Source: an optimization exercise on an open RTL-to-GDS flow (aim: small area, a short achievable clock period and few clock cycles per item). Production flows keep margins and buffers that such runs may drop.
The RTL was checked by simulation tests, not by an equivalence proof against the original design.

==> flow/design.v (outline; a module is shown in full before it is edited, if it fits) <==
// module svm_absd: 164 lines
// module svm_dsum: 2652 lines
// module svm_kern: 507 lines
// module svm_dec: 4724 lines
// module svm_fin: 61 lines
// module svm_cnt: 13 lines
// module svm_sel: 22 lines
// module svm_detection: 357 lines
module svm_detection
(
    input [32:0] x,
    input data_valid,
    input clk,
    input reset,
    output [3:0] result_class,
    output new_result,
    output ready
);
  // ...
==> flow/flow/run.sh <==
#!/bin/bash
# The standard layout (standard.sh: ORFS synthesis to final layout, same
# settings), with only the global router's layer capacities changed by
# flow/fastroute.tcl. make's output goes to standard_flow.log; ORFS keeps
# each step's log under orfs/logs.
set -euo pipefail
bash standard.sh FASTROUTE_TCL="$PWD/flow/fastroute.tcl" finish > standard_flow.log 2>&1
==> flow/flow/fastroute.tcl <==
# Global routing as the platform's fastroute.tcl, but with less of met1 and met2
# offered to the global router: the many small cells' pins leave the detailed
# router little room on those layers, and the upper layers stay mostly empty.
set_global_routing_layer_adjustment met1 0.55
set_global_routing_layer_adjustment met2 0.35
set_global_routing_layer_adjustment met3 0.2
set_global_routing_layer_adjustment met4 0.2
set_global_routing_layer_adjustment met5 0.2

set_routing_layers -clock $::env(MIN_CLK_ROUTING_LAYER)-$::env(MAX_ROUTING_LAYER)
set_routing_layers -signal $::env(MIN_ROUTING_LAYER)-$::env(MAX_ROUTING_LAYER)
==> flow/standard.sh <==
#!/bin/bash
# synth_recipe.tcl (not shown) runs the flow's synth.tcl, then flattens the netlist and writes it again
# the make line also repeats each setting of config.mk as NAME=value (left out here)
make -C /OpenROAD-flow-scripts/flow DESIGN_CONFIG=/design/flow/config.mk WORK_HOME=/design/flow/orfs CLKGATE_MAP_FILE= SYNTH_SCRIPT=/design/flow/synth_recipe.tcl "${@:-finish}"
==> flow/config.mk <==
export PLATFORM = sky130hd
export DESIGN_NAME = svm_detection
export DESIGN_NICKNAME = svm_detection
export VERILOG_FILES = /design/flow/design.v
export SDC_FILE = /design/flow/constraint.sdc
export NUM_CORES = 4
export LEC_CHECK = 0
export ABC_AREA = 1
export CAP_MARGIN = 20
export CORE_MARGIN = 2
export CORE_UTILIZATION = 30
export PLACE_DENSITY = 0.34
export SETUP_SLACK_MARGIN = 4
export SLEW_MARGIN = 20
==> flow/constraint.sdc <==
create_clock -name core_clock -period 8.0 [get_ports {clk}]
set_input_delay 1.6000 -clock core_clock [delete_from_list [all_inputs] [get_ports {clk}]]
set_output_delay 1.6000 -clock core_clock [all_outputs]
set_load 0.01 [all_outputs]
==> impl_metrics.toml, run 1 <==
[drt]
ant_nets = 0
drc = 0
routedWlPerCell_microns = 35.1
drt_first_pass_iters = 7
drtIter0Drc = 38519

[synth]
syn_area_sq_um = 479000
post-synth-top-count-cell = "nand2_1"
syn_avg_cell_area_sq_um = 6.06
synth_seq_area_share = 0.189
yosys.area.top_type_share = 0.190
synth_compound_area_frac = 0.134
synth-simple-area-share = 0.380

[cells_and_area]
final_cells = 100830
final_common_cell = "nand2_1"
clockNetworkAreaShare = 0.0396
final_cell_mix = "24022 x nand2_1, 11174 x nand3_1, 8575 x inv_1"
inv_count = 9029
multi_input_area_sq_um = 342000
utilization = 0.336
multi_input_cells = 61534

[critical_path]
ff2ff_setup_slack_ns = 3.76
required_ns = 8.96
cp.depth = 13
cp-endpoint = "es[376]"
worstPathMaxFanout = 9
worst-path-buf-inv = 5
cpPeakStageDelay_ns = 0.96
criticalPathCategory = "reg2reg"
cpMaxStageDelayCell = "xnor2_2"

[die]
pin_count = 42

[placed_design]
place_area_sq_um = 504000

[global_routing]
grt_use_met3 = 0.396

[status]
outcome = "complete, no violations"

[job]
max-cap-violations = 0

[hold_path]
holdPathStages = 0
min_from = "rp[1898]"
Testbench counts, summed over its fixed seeds: cycles 1,024, items 960.
==> run 2: changes to the inputs <==
==> flow/flow/fastroute.tcl (replaced) <==
# Global routing as the platform's fastroute.tcl, but with less of met1 and met2
# offered to the global router: the many small cells' pins leave the detailed
# router little room on those layers, and the upper layers stay mostly empty.
set_global_routing_layer_adjustment met1 0.7
set_global_routing_layer_adjustment met2 0.45
set_global_routing_layer_adjustment met3 0.2
set_global_routing_layer_adjustment met4 0.2
set_global_routing_layer_adjustment met5 0.2

set_routing_layers -clock $::env(MIN_CLK_ROUTING_LAYER)-$::env(MAX_ROUTING_LAYER)
set_routing_layers -signal $::env(MIN_ROUTING_LAYER)-$::env(MAX_ROUTING_LAYER)
--- a/flow/config.mk
+++ b/flow/config.mk
@@ -7,8 +7,10 @@
 export LEC_CHECK = 0
 export ABC_AREA = 1
 export CAP_MARGIN = 20
+export CELL_PAD_IN_SITES_DETAIL_PLACEMENT = 1
+export CELL_PAD_IN_SITES_GLOBAL_PLACEMENT = 1
 export CORE_MARGIN = 2
 export CORE_UTILIZATION = 30
-export PLACE_DENSITY = 0.34
+export PLACE_DENSITY = 0.5
 export SETUP_SLACK_MARGIN = 4
 export SLEW_MARGIN = 20
==> impl_metrics.toml, run 2 <==
[drt]
vias = 594687
drc = 0
ant_nets = 0
drtIter0Drc = 26896
vias_per_cell = 5.86
wirelength_microns = 3690000
routedWlPerCell_microns = 36.4
drt_first_pass_iters = 9

[cells_and_area]
final_cell_mix = "23975 x nand2_1, 11170 x nand3_1, 8565 x inv_1"
area_growth_pct = 12.2
largest_reg_flops = 2061
nets = 82715
final_common_cell = "nand2_1"
fillCellCount = 207776
utilization = 0.337
regMostFlops = "rp"
drive_gt1_frac = 0.0633
final_cell_area_sq_um = 537000
top_regs = "rp (2061), ad_r (936), rows_r (825)"

[synth]
ys.warnings.count = 1
synthFlopType = "dfxtp_1"
synth_seq_area_share = 0.189
synth-async-reset-ratio = 0
synth-seq-cells = 4512
syn_nets = 84069
synth_edf_count = 0
yosys.area.top_type_share = 0.190
syn_inst = 78974
syn_area_sq_um = 479000
post-synth-top-count-cell = "nand2_1"
syn_avg_cell_area_sq_um = 6.06
synthTopCellsByCount = "24284 x nand2_1, 11204 x nand3_1, 8715 x inv_1"
synthTopCellsByArea = "nand2_1 19%, dfxtp_1 19%, nand3_1 12%"
yosysTopAreaCell = "nand2_1"
yosys.cell_types.count = 67

[die]
die_w_microns = 1270
start_util = 0.300
std_cell_rows = 464
die_h_microns = 1270
die-area_sq_um = 1610000
fp.coreArea_sq_um = 1590000
pin_count = 42

[timing]
rsz0062_at_grt = "yes"
min_period_ns = 4.26
tns_ns = 0
setup_viol = 0
worst_pin_slew_ns = 1.54
skew_ns = 0.115
final.period_utilization = 0.533
fin_hold_ws_ns = 0.321
timing.final.max_slew_violations = 8
timing_hold_violations_final = 0
clock.fmax_mhz = 235
slew_headroom = -0.0274

[clock_network]
holdBufCountCts = 0
tritoncts = "done"
clock-sinks = 4512
cts.htree.levels = 6
clk_pin_slew_ns = 0.06
clk_latency_ns = 1.31
cts_root_buffer = "clkbuf_16"
clock_path_buffers = 5
cts_buffers = 591

[placed_design]
io_buffers = 39
place_area_sq_um = 504000
hpwl_microns = 2900000
place.gp.congestion = 1.16

[critical_path]
worstPathMaxFanout = 12
end_kind = "flip-flop"
worstPathArrival_ns = 5.39
required_ns = 9.12
cp-start-kind = "flip-flop"
criticalPathCategory = "reg2reg"

[global_routing]
grt_max_degree = 100
grt_first_pass_wirelength_microns = 5080000
grt_pass1_vias = 677076
grt_use_total = 0.643
antenna_found_initial = 799
overflow = 0

[hold_path]
min-delay-path-class = "reg2reg"

[job]
max-cap-violations = 3

[status]
violations = "max-capacitance violations, max-slew violations"
outcome = "failed layout checks"
-- run 2: cell types whose count changed in the layout (fill, tap and decap cells not counted), moves of 13 or more --
cell	before	now
buf_6	64	99
nand2_4	15	42
dfxtp_1	4262	4226
diode_2	1554	2127
nand2_2	280	299
o21ai_1	224	254
clkinvlp_4	121	136
xnor2_2	16	29
nand2_1	24022	23975
dfxtp_2	192	217
nor2_2	227	277
nor2_1	5219	5171
o21ai_0	5367	5341
-- run 2: final cells by class --
type	instances	area (sq um)	share of cell area
multi-input cells	61537	343000	0.639
flip-flops and latches	4512	90900	0.169
inverters	9028	34400	0.0641
well taps	21203	26500	0.0494
clock buffers	745	16200	0.0302
repair buffers	1949	16000	0.0299
diodes	2127	5320	0.00992
clock inverters	319	4380	0.00816
repair inverters	1	30.0	0.0000559
-- run 2: stage by stage --
step                std cells  worst slack [ns]
finish                 101421              3.74
CTS                     99104              3.83
global route           101025              3.59
global placement        97968              2.57
floorplan               78974              3.98
detailed placement      97974              2.66
-- run 2: cell families (layout without fill, tap and decap cells) --
family | count (synthesis) | in the layout | share of synthesized area
buffers and inverters | 12929 | 12042 | 0.105
other | 2 | 2129 | 0.0000157
AO/OA/AOI/OAI | 11774 | 11774 | 0.134
adder cells (fa/ha/maj) | 5059 | 5059 | 0.166
XOR/XNOR | 1418 | 1418 | 0.0260
AND/OR/NAND/NOR | 43258 | 43262 | 0.380
multiplexers | 22 | 22 | 0.000460
flip-flops | 4512 | 4512 | 0.189
-- run 2: worst max-delay path, stage by stage, from the launching register on --
cell and delay, ns:
dfxtp_1 0.69, clkinv_2 0.61, ha_1 0.54, a21oi_1 0.26
buf_4 0.26, inv_1 0.10, a21oi_1 0.46, inv_1 0.22
nor2_4 0.36, inv_1 0.15, o21ai_0 0.45
-- run 2: final timing paths --
check | start | endpoint | slack (ns) | depth (start not counted)
worst max-delay path | xr[14] | ad_r[234] | 3.74 | 10
worst min-delay path | rp[1896] | rows_r[816] | 0.32 | 0
worst max register to register | xr[14] | ad_r[234] | 3.74 | 10
worst min register to register | rp[1896] | rows_r[816] | 0.32 | 0
-- run 2: metal layers --
metal  global-route usage  vias up  routed length [microns]
met5                0.328        -                    56500
met4                0.537     1242                   503000
met3                0.567    20133                   881000
met2                0.757    56498                  1280000
met1                0.785   259719                   967000
li1                     -   257095                        -
-- run 2: timing repair --
item,CTS,global route
pin swaps,44,148
resized for setup,405,1091
endpoints found under the setup margin,848,1239
setup buffers,65,166
cloned,1,6
endpoints found under the hold margin,0,0

==> static timing again, ports no longer ideal <==
The flow's constraints put no driver on any port. The routed layouts listed below were extracted and timed again, unchanged, in two steps. Step 1 (the two cells are an assumption about what drives the block):
set clk [get_ports {clk}]
set_driving_cell -lib_cell sky130_fd_sc_hd__clkbuf_16 $clk
set_driving_cell -lib_cell sky130_fd_sc_hd__buf_2 [delete_from_list [all_inputs] $clk]
Step 2 moves the port delays by t, midway between the first and last clock arrival at a register: inputs arrive t later, outputs are due t later. That takes back most of the time a late clock gives input paths. Three values: no drivers, after step 1, after step 2; two values: the first two.
| run | t (ns) | slack for setup (ns) | slew at the worst register clock pin (ns) |
|---|---|---|---|
| run 1 | 1.406 | 3.759 / 3.759 / 3.759 | 0.10 / 0.10 |
| run 2 | 1.468 | 3.737 / 3.737 / 3.737 | 0.09 / 0.09 |
